This is an optimization exercise on Yosys and OpenROAD, whose aim is small area, a short achievable clock period and few clock cycles, not a production implementation. At most, simulation tests tie the RTL to the original design; equivalence was not proved. Power figures rest on the tool's default switching activity, not on a simulated workload.

Setup of main:
==> module huffman, before the edit <==
module huffman(clk, reset, sram_a, sram_d, sram_wen, sram_q, finish);
input            clk;
input            reset;
output     [9:0] sram_a;
output     [7:0] sram_d;
output reg       sram_wen;
input      [7:0] sram_q;
output reg       finish;
localparam RD = 2'd0, LF = 2'd1, MG = 2'd2, WR = 2'd3;
reg [7:0] a;           
reg [6:0] X;           
reg [1:0] ph;
reg [2:0] k;           
reg       hm;          
reg       v;           
reg [6:0] cnt [0:5];
reg [4:0] R   [0:5];
reg [5:0] Q   [0:5];
assign sram_a = {2'b00, a};
assign sram_d = {1'b0, X};
integer s, j;
function lt7(input [6:0] x, input [6:0] y);
    reg [6:0] l, g;
    reg l10, g10, l32, g32, l54, g54, l30, g30, l64, g64;
    begin
        l = ~x & y;
        g = x & ~y;
        l10 = l[1] | (~g[1] & l[0]);  g10 = g[1] | (~l[1] & g[0]);
        l32 = l[3] | (~g[3] & l[2]);  g32 = g[3] | (~l[3] & g[2]);
        l54 = l[5] | (~g[5] & l[4]);  g54 = g[5] | (~l[5] & g[4]);
        l30 = l32 | (~g32 & l10);     g30 = g32 | (~l32 & g10);
        l64 = l[6] | (~g[6] & l54);   g64 = g[6] | (~l[6] & g54);
        lt7 = l64 | (~g64 & l30);
    end
endfunction
reg [6:0] n_cnt [0:5];
reg [5:0] lt;
reg [4:0] tl, tm;
reg [6:0] selA, selB, selL;
reg [5:0] selQ, W;
reg [4:0] Mo, Ho;
reg [6:0] nX;
wire      S2 = ph == MG && hm;
always @(*) begin
    for (s = 0; s < 6; s = s + 1) begin
        n_cnt[s] = cnt[s] + {6'd0, v && ph == RD && sram_q[2:0] == s + 1};
        lt[s] = lt7(cnt[s], X);
    end
    for (j = 0; j < 5; j = j + 1) begin
        tl[j] = 1'b0;
        tm[j] = 1'b0;
        for (s = 0; s < 6; s = s + 1) begin
            if (lt[s] && s < k && (j == 0 || R[s][j - 1])) tl[j] = 1'b1;
            if (lt[s] && j < 4 && R[s][j + 1]) tm[j] = 1'b1;
        end
    end
    selA = 7'd0; selB = 7'd0; selL = 7'd0; selQ = 6'd0;
    for (s = 0; s < 6; s = s + 1) begin
        if (!R[s][0]) selB = selB | cnt[s];
        if (R[s][0] && !R[s][1]) selA = selA | cnt[s];
        if (k == (s + 5) % 6) selL = selL | cnt[s];
        if (k == s) selQ = selQ | Q[s];
    end
    W = ph == MG ? {Q[0][4:0], !R[0][0]} : selQ;
    for (j = 0; j < 5; j = j + 1) begin
        Mo[j] = |(W >> (j + 1));
        Ho[j] = 1'b0;
        for (s = j + 1; s < 6; s = s + 1)
            if (W[s] && !(|(W >> (s + 1))) && W[s - 1 - j]) Ho[j] = 1'b1;
    end
    case (ph)
    RD: nX = n_cnt[1];
    LF: nX = selL;
    MG: nX = hm ? {2'd0, Ho} : selA + selB;
    default: nX = {2'd0, hm ? Mo : Ho};
    endcase
end
always @(posedge clk) begin
    X <= nX;
    sram_wen <= reset || (ph == RD && a != 8'd100) || (ph == MG && !(hm && k == 3'd4));
    finish <= !reset && ph == WR && a == 8'd145;
    for (s = 0; s < 6; s = s + 1) begin
        if (reset) cnt[s] <= 7'd0;
        else if (S2 && !R[s][1]) cnt[s] <= X;
        else cnt[s] <= n_cnt[s];
        if (reset) Q[s] <= 6'd1;
        else if (S2 && !R[s][1]) Q[s] <= {Q[s][4:0], !R[s][0]};
        if (ph == MG) begin
            if (!hm) R[s] <= R[s];
            else if (!R[s][1]) R[s] <= tm;
            else R[s] <= lt[s] ? {2'b00, R[s][4:2]} : {1'b0, R[s][4:1]};
        end else begin
            if (s < k) R[s] <= lt[s] ? R[s] : {R[s][3:0], 1'b1};
            else R[s] <= tl;
        end
    end
    if (reset) begin
        a <= 8'd0;
        ph <= RD;
        v <= 1'b0;
        k <= 3'd0;
    end else begin
        case (ph)
        RD: begin
            v <= 1'b1;
            if (a == 8'd100) begin
                ph <= LF;
                k <= 3'd1;
                a <= 8'd129;
            end else begin
                a <= a + 8'd1;
            end
        end
        LF: begin
            if (k == 3'd5) begin
                ph <= MG;
                k <= 3'd0;
                hm <= 1'b0;
                a <= 8'd128;
            end else begin
                k <= k + 3'd1;
                a <= a + 8'd1;
            end
        end
        MG: begin
            a <= 8'd134;
            if (!hm) begin
                hm <= 1'b1;
            end else if (k == 3'd4) begin
                ph <= WR;
                k <= 3'd1;
                hm <= 1'b0;
            end else begin
                k <= k + 3'd1;
                hm <= (k == 3'd3);
            end
        end
        WR: begin
            a <= a + 8'd1;
            if (k == 3'd5) begin
                k <= 3'd0;
                hm <= 1'b1;
            end else begin
                k <= k + 3'd1;
            end
        end
        endcase
    end
end
endmodule
make LEC_CHECK=0 CAP_MARGIN=20 CORE_MARGIN=2 CORE_UTILIZATION=30 SETUP_SLACK_MARGIN=4.0 SLEW_MARGIN=20 finish   # period 7.0 ns
run.sh (not shown) runs the stock make flow with config.mk's settings and CLKGATE_MAP_FILE= SYNTH_SCRIPT=/design/flow/synth_recipe.tcl, a recipe that flattens the netlist after the stock synthesis.
Modified inputs, the feature branch compared to main
--- a/flow/design.v
+++ b/flow/design.v
@@ -12,15 +12,30 @@
 reg [1:0] ph;
 reg [2:0] k;           
 reg       hm;          
 reg       v;           
 reg [6:0] cnt [0:5];
-reg [4:0] R   [0:5];
+reg [2:0] rk  [0:5];
 reg [5:0] Q   [0:5];
 assign sram_a = {2'b00, a};
 assign sram_d = {1'b0, X};
 integer s, j;
+function ge3(input [2:0] x, input integer c);
+    begin
+        case (c)
+        0: ge3 = 1'b1;
+        1: ge3 = |x;
+        2: ge3 = x[2] | x[1];
+        3: ge3 = x[2] | (x[1] & x[0]);
+        4: ge3 = x[2];
+        5: ge3 = x[2] & (x[1] | x[0]);
+        6: ge3 = x[2] & x[1];
+        7: ge3 = &x;
+        default: ge3 = 1'b0;
+        endcase
+    end
+endfunction
 function lt7(input [6:0] x, input [6:0] y);
     reg [6:0] l, g;
     reg l10, g10, l32, g32, l54, g54, l30, g30, l64, g64;
     begin
         l = ~x & y;
@@ -33,37 +48,40 @@
         lt7 = l64 | (~g64 & l30);
     end
 endfunction
 reg [6:0] n_cnt [0:5];
 reg [5:0] lt;
-reg [4:0] tl, tm;
+reg [5:0] tl, tm;
+reg [2:0] Kl, Km;
 reg [6:0] selA, selB, selL;
 reg [5:0] selQ, W;
 reg [4:0] Mo, Ho;
 reg [6:0] nX;
 wire      S2 = ph == MG && hm;
 always @(*) begin
     for (s = 0; s < 6; s = s + 1) begin
         n_cnt[s] = cnt[s] + {6'd0, v && ph == RD && sram_q[2:0] == s + 1};
         lt[s] = lt7(cnt[s], X);
     end
-    for (j = 0; j < 5; j = j + 1) begin
+    for (j = 0; j < 6; j = j + 1) begin
         tl[j] = 1'b0;
         tm[j] = 1'b0;
         for (s = 0; s < 6; s = s + 1) begin
-            if (lt[s] && s < k && (j == 0 || R[s][j - 1])) tl[j] = 1'b1;
-            if (lt[s] && j < 4 && R[s][j + 1]) tm[j] = 1'b1;
+            if (lt[s] && ge3(k, s + 1) && ge3(rk[s], j)) tl[j] = 1'b1;
+            if (lt[s] && ge3(rk[s], j + 2)) tm[j] = 1'b1;
         end
     end
+    Kl = {tl[3], tl[1] & ~tl[3], (tl[0] & ~tl[1]) | (tl[2] & ~tl[3]) | tl[4]};
+    Km = {tm[3], tm[1] & ~tm[3], (tm[0] & ~tm[1]) | (tm[2] & ~tm[3])};
     selA = 7'd0; selB = 7'd0; selL = 7'd0; selQ = 6'd0;
     for (s = 0; s < 6; s = s + 1) begin
-        if (!R[s][0]) selB = selB | cnt[s];
-        if (R[s][0] && !R[s][1]) selA = selA | cnt[s];
+        if (rk[s] == 3'd0) selB = selB | cnt[s];
+        if (rk[s] == 3'd1) selA = selA | cnt[s];
         if (k == (s + 5) % 6) selL = selL | cnt[s];
         if (k == s) selQ = selQ | Q[s];
     end
-    W = ph == MG ? {Q[0][4:0], !R[0][0]} : selQ;
+    W = ph == MG ? {Q[0][4:0], rk[0] == 3'd0} : selQ;
     for (j = 0; j < 5; j = j + 1) begin
         Mo[j] = |(W >> (j + 1));
         Ho[j] = 1'b0;
         for (s = j + 1; s < 6; s = s + 1)
             if (W[s] && !(|(W >> (s + 1))) && W[s - 1 - j]) Ho[j] = 1'b1;
@@ -79,21 +97,21 @@
     X <= nX;
     sram_wen <= reset || (ph == RD && a != 8'd100) || (ph == MG && !(hm && k == 3'd4));
     finish <= !reset && ph == WR && a == 8'd145;
     for (s = 0; s < 6; s = s + 1) begin
         if (reset) cnt[s] <= 7'd0;
-        else if (S2 && !R[s][1]) cnt[s] <= X;
+        else if (S2 && rk[s][2:1] == 2'd0) cnt[s] <= X;
         else cnt[s] <= n_cnt[s];
         if (reset) Q[s] <= 6'd1;
-        else if (S2 && !R[s][1]) Q[s] <= {Q[s][4:0], !R[s][0]};
+        else if (S2 && rk[s][2:1] == 2'd0) Q[s] <= {Q[s][4:0], rk[s] == 3'd0};
         if (ph == MG) begin
-            if (!hm) R[s] <= R[s];
-            else if (!R[s][1]) R[s] <= tm;
-            else R[s] <= lt[s] ? {2'b00, R[s][4:2]} : {1'b0, R[s][4:1]};
+            if (!hm) rk[s] <= rk[s];
+            else if (rk[s][2:1] == 2'd0) rk[s] <= Km;
+            else rk[s] <= rk[s] - (lt[s] ? 3'd2 : 3'd1);
         end else begin
-            if (s < k) R[s] <= lt[s] ? R[s] : {R[s][3:0], 1'b1};
-            else R[s] <= tl;
+            if (ge3(k, s + 1)) rk[s] <= rk[s] + {2'd0, !lt[s]};
+            else rk[s] <= Kl;
         end
     end
     if (reset) begin
         a <= 8'd0;
         ph <= RD;
Comparing the feature branch and main, area share of buffers outside the clock network is higher on the feature branch.
Changes observed in the feature branch relative to main: area taken by flip-flops and latches went down by about 12%; number of instances resized during post-cts repair moved up.
The feature branch: PASS, flow complete, no timing, DRC or antenna violations
Leakage power total | the feature branch above main
Summary of the feature branch over main: sequential power saw a decrease; sequential fraction of total cell area saw a decrease; final-layout clock buffer total saw a decrease.
main → the feature branch: post-route cell area rose 5.4%; total instance count after detailed placement went up; sum of met3 wire segment lengths after detailed routing rose by 220 um.
The feature branch vs. main: final routed wirelength across all metal layers now larger; final worst setup slack now smaller.
First-pass GRT wire length, the feature branch and main: larger value in the feature branch
Worst setup path endpoint: rk[1][0] -> the feature branch, sram_d[0] -> main
Testbench counts of the feature branch, summed over its fixed seeds: cycles 8,192.
For main, only the layout was checked, not whether the RTL still works.

-- afterwards: timing with drivers on the ports --
How much do the figures lean on ideal ports? The routed layouts below were timed once more, with nothing changed but the port constraints. Step 1 assumes that a clkbuf_16 drives the clock port and a buf_2 every other input. Step 2 moves the port delays by t, midway between the first and last clock arrival at a register: inputs arrive t later, outputs are due t later. That takes back most of the time a late clock gives input paths. a / b / c = no drivers / after step 1 / after step 2; a / b = the first two.
run | shift t [ns] | setup WS [ns] | hold slack, ns | latest minus earliest clock arrival (ns) | cell pins on the clock port's net
main | 0.470 | 4.059 / 4.013 / 3.644 | 0.454 / 0.454 / 0.454 | 0.010 / 0.010 | 1
the feature branch | 0.474 | 3.885 / 3.885 / 3.660 | 0.465 / 0.465 / 0.465 | 0.011 / 0.011 | 1
After both steps setup and hold are still met in every run listed. For main, which loses most, drivers alone change the setup slack by -0.046 ns; drivers and shift together by -0.415 ns.
